This is an optimization exercise on Yosys and OpenROAD, whose aim is small area, not a production implementation.
Function was checked by simulation only, so behaviour that the tests miss may differ from the original.
No activity file was given, so power comes from the tool's default toggle rates.

==> inputs of exp/zinc <==
==> flow/design.v (excerpt) <==
module top_vga(
    input clk_65M,
    input clear,
    input game_on,
    input game_start,
    output H_sync,
    output V_sync,
    input move_left,
    input move_right,
    input move_up,
    input move_down,
    input fire_in,
    output reg [3:0]VGA_red,
    output reg [3:0]VGA_green,
    output reg [3:0]VGA_blue,
    output [5:0] brom_ball_addr,
    input [0:63] brom_ball_data,
    output [8:0] brom_count_addr,
    input [0:31] brom_count_data,
    output [7:0] brom_thumb_addr,
    input [0:255] brom_thumb_data,
    output [7:0] brom_thumbup_addr,
    input [0:255] brom_thumbup_data,
    output [7:0] brom_devil_addr,
    input [0:63] brom_devil_data
    );
Settings: LEC_CHECK=0, CAP_MARGIN=20, CORE_AREA=5 5 285 285, DIE_AREA=0 0 290 290, SLEW_MARGIN=20; clock period 15.0 ns.
standard.sh (not shown) runs the stock make flow with config.mk's settings and CLKGATE_MAP_FILE= SYNTH_SCRIPT=/design/flow/synth_recipe.tcl, a recipe that flattens the netlist after the stock synthesis.
==> flow/flow/run.sh <==
#!/bin/bash
# Layout flow: the standard ORFS flow (standard.sh), with changes that only
# make the cells smaller:
#  - synthesis maps the logic with an area-oriented ABC script (with a
#    time-limited &deepsyn pass) and leaves adders
#    to ABC instead of ORFS's fixed half/full-adder cells (registers are mapped
#    exactly as in the standard synthesis);
#  - the port buffers (and synthesis's pass-through buffers) use the smallest
#    buffer cell;
#  - the clock tree uses clkbuf_8 cells and no dummy loads.
set -euo pipefail
W="$(pwd)"
rm -rf "$W/scripts_area"
cp -r "$FLOW_HOME/scripts" "$W/scripts_area"
cp "$W/flow/abc_area_map.script" "$W/scripts_area/abc_speed.script"
bash "$W/standard.sh" SCRIPTS_DIR="$W/scripts_area" ADDER_MAP_FILE= \
    MIN_BUF_CELL_AND_PORTS="sky130_fd_sc_hd__buf_1 A X" \
    BUFFER_PORTS_ARGS="-buffer_cell sky130_fd_sc_hd__buf_1" \
    CTS_ARGS="-sink_clustering_enable -repair_clock_nets -dont_use_dummy_load -buf_list sky130_fd_sc_hd__clkbuf_8" \
    finish > "$W/standard_flow.log" 2>&1
==> flow/flow/abc_area_map.script <==
strash
&get -n
&fraig -x
&put
scorr
dc2
dretime
strash
&get -n
&deepsyn -T 180
&put
dc2
&get -n
&dch -f
&nf -a -R 1000
&put
strash
&get -n
&dch -f
&nf -a -R 1000
&put
==> inputs of exp/delta, as changes to exp/zinc <==
--- a/flow/flow/run.sh
+++ b/flow/flow/run.sh
@@ -8,5 +8,5 @@
 #  - the port buffers (and synthesis's pass-through buffers) use the smallest
 #    buffer cell;
-#  - the clock tree uses clkbuf_8 cells and no dummy loads.
+#  - the clock tree uses clkbuf_4 cells and no dummy loads.
 set -euo pipefail
 W="$(pwd)"
@@ -17,4 +17,4 @@
     MIN_BUF_CELL_AND_PORTS="sky130_fd_sc_hd__buf_1 A X" \
     BUFFER_PORTS_ARGS="-buffer_cell sky130_fd_sc_hd__buf_1" \
-    CTS_ARGS="-sink_clustering_enable -repair_clock_nets -dont_use_dummy_load -buf_list sky130_fd_sc_hd__clkbuf_8" \
+    CTS_ARGS="-sink_clustering_enable -repair_clock_nets -dont_use_dummy_load -buf_list sky130_fd_sc_hd__clkbuf_4" \
     finish > "$W/standard_flow.log" 2>&1
--- a/flow/config.mk
+++ b/flow/config.mk
@@ -7,5 +7,5 @@
 export LEC_CHECK = 0
 export CAP_MARGIN = 20
-export CORE_AREA = 5 5 285 285
-export DIE_AREA = 0 0 290 290
+export CORE_MARGIN = 2
+export CORE_UTILIZATION = 40
 export SLEW_MARGIN = 20
==> inputs of exp/willow, as changes to exp/zinc <==
--- a/flow/flow/run.sh
+++ b/flow/flow/run.sh
@@ -8,5 +8,5 @@
 #  - the port buffers (and synthesis's pass-through buffers) use the smallest
 #    buffer cell;
-#  - the clock tree uses clkbuf_8 cells and no dummy loads.
+#  - the clock tree gets no dummy loads.
 set -euo pipefail
 W="$(pwd)"
@@ -17,4 +17,4 @@
     MIN_BUF_CELL_AND_PORTS="sky130_fd_sc_hd__buf_1 A X" \
     BUFFER_PORTS_ARGS="-buffer_cell sky130_fd_sc_hd__buf_1" \
-    CTS_ARGS="-sink_clustering_enable -repair_clock_nets -dont_use_dummy_load -buf_list sky130_fd_sc_hd__clkbuf_8" \
+    CTS_ARGS="-sink_clustering_enable -repair_clock_nets -dont_use_dummy_load" \
     finish > "$W/standard_flow.log" 2>&1
==> comparison <==
exp/zinc finished clean. exp/delta aborted during 3_2_place_iop on PPL-0024. exp/willow produced a clean layout.
Between exp/willow and exp/zinc, the lower clock power is in exp/zinc (gap about 40%, measured against exp/zinc).
First-iteration DRC count: exp/willow is lower than exp/zinc (about 7%).
In synthesized area, exp/willow and exp/zinc hardly differ.
Via count: exp/willow is higher than exp/zinc (about 0.9%).
Clock-buffer cell count is the same in exp/zinc and exp/willow.
Setup slack: exp/zinc is worse than exp/willow (0.37 ns).
Between exp/zinc and exp/willow, the lower core utilization is in exp/zinc (gap 0.31 points).
Combinational power: exp/willow is larger than exp/zinc (6.5%).
Between exp/willow and exp/zinc, the lower critical path depth is in exp/willow (gap 3).

## afterwards: timing with drivers on the ports
The results above use ideal ports. As a check the final layouts listed here were re-extracted and re-timed, cells and wires unchanged.
Step 1 sets driving cells, clkbuf_16 on the clock port and buf_2 on the other inputs (assumed; they add their load-dependent delay and slew).
Step 2 moves the port delays by t, midway between the first and last clock arrival at a register: inputs arrive t later, outputs are due t later. That takes back most of the time a late clock gives input paths.
Slacks: ideal / step 1 / step 2; pairs: ideal / step 1.
| run | shift t [ns] | setup WS [ns] | latest minus earliest clock arrival (ns) | worst data-port slew with drivers (ns) |
|---|---|---|---|---|
| exp/zinc | 0.570 | 4.987 / 4.940 / 4.940 | 0.052 / 0.052 | 0.33 |
| exp/willow | 0.538 | 5.355 / 5.268 / 5.268 | 0.034 / 0.033 | 0.34 |
After both steps setup and hold are still met in every run listed. The setup slack of exp/willow, which loses most, moves by -0.087 ns with the drivers and by -0.087 ns with both steps.
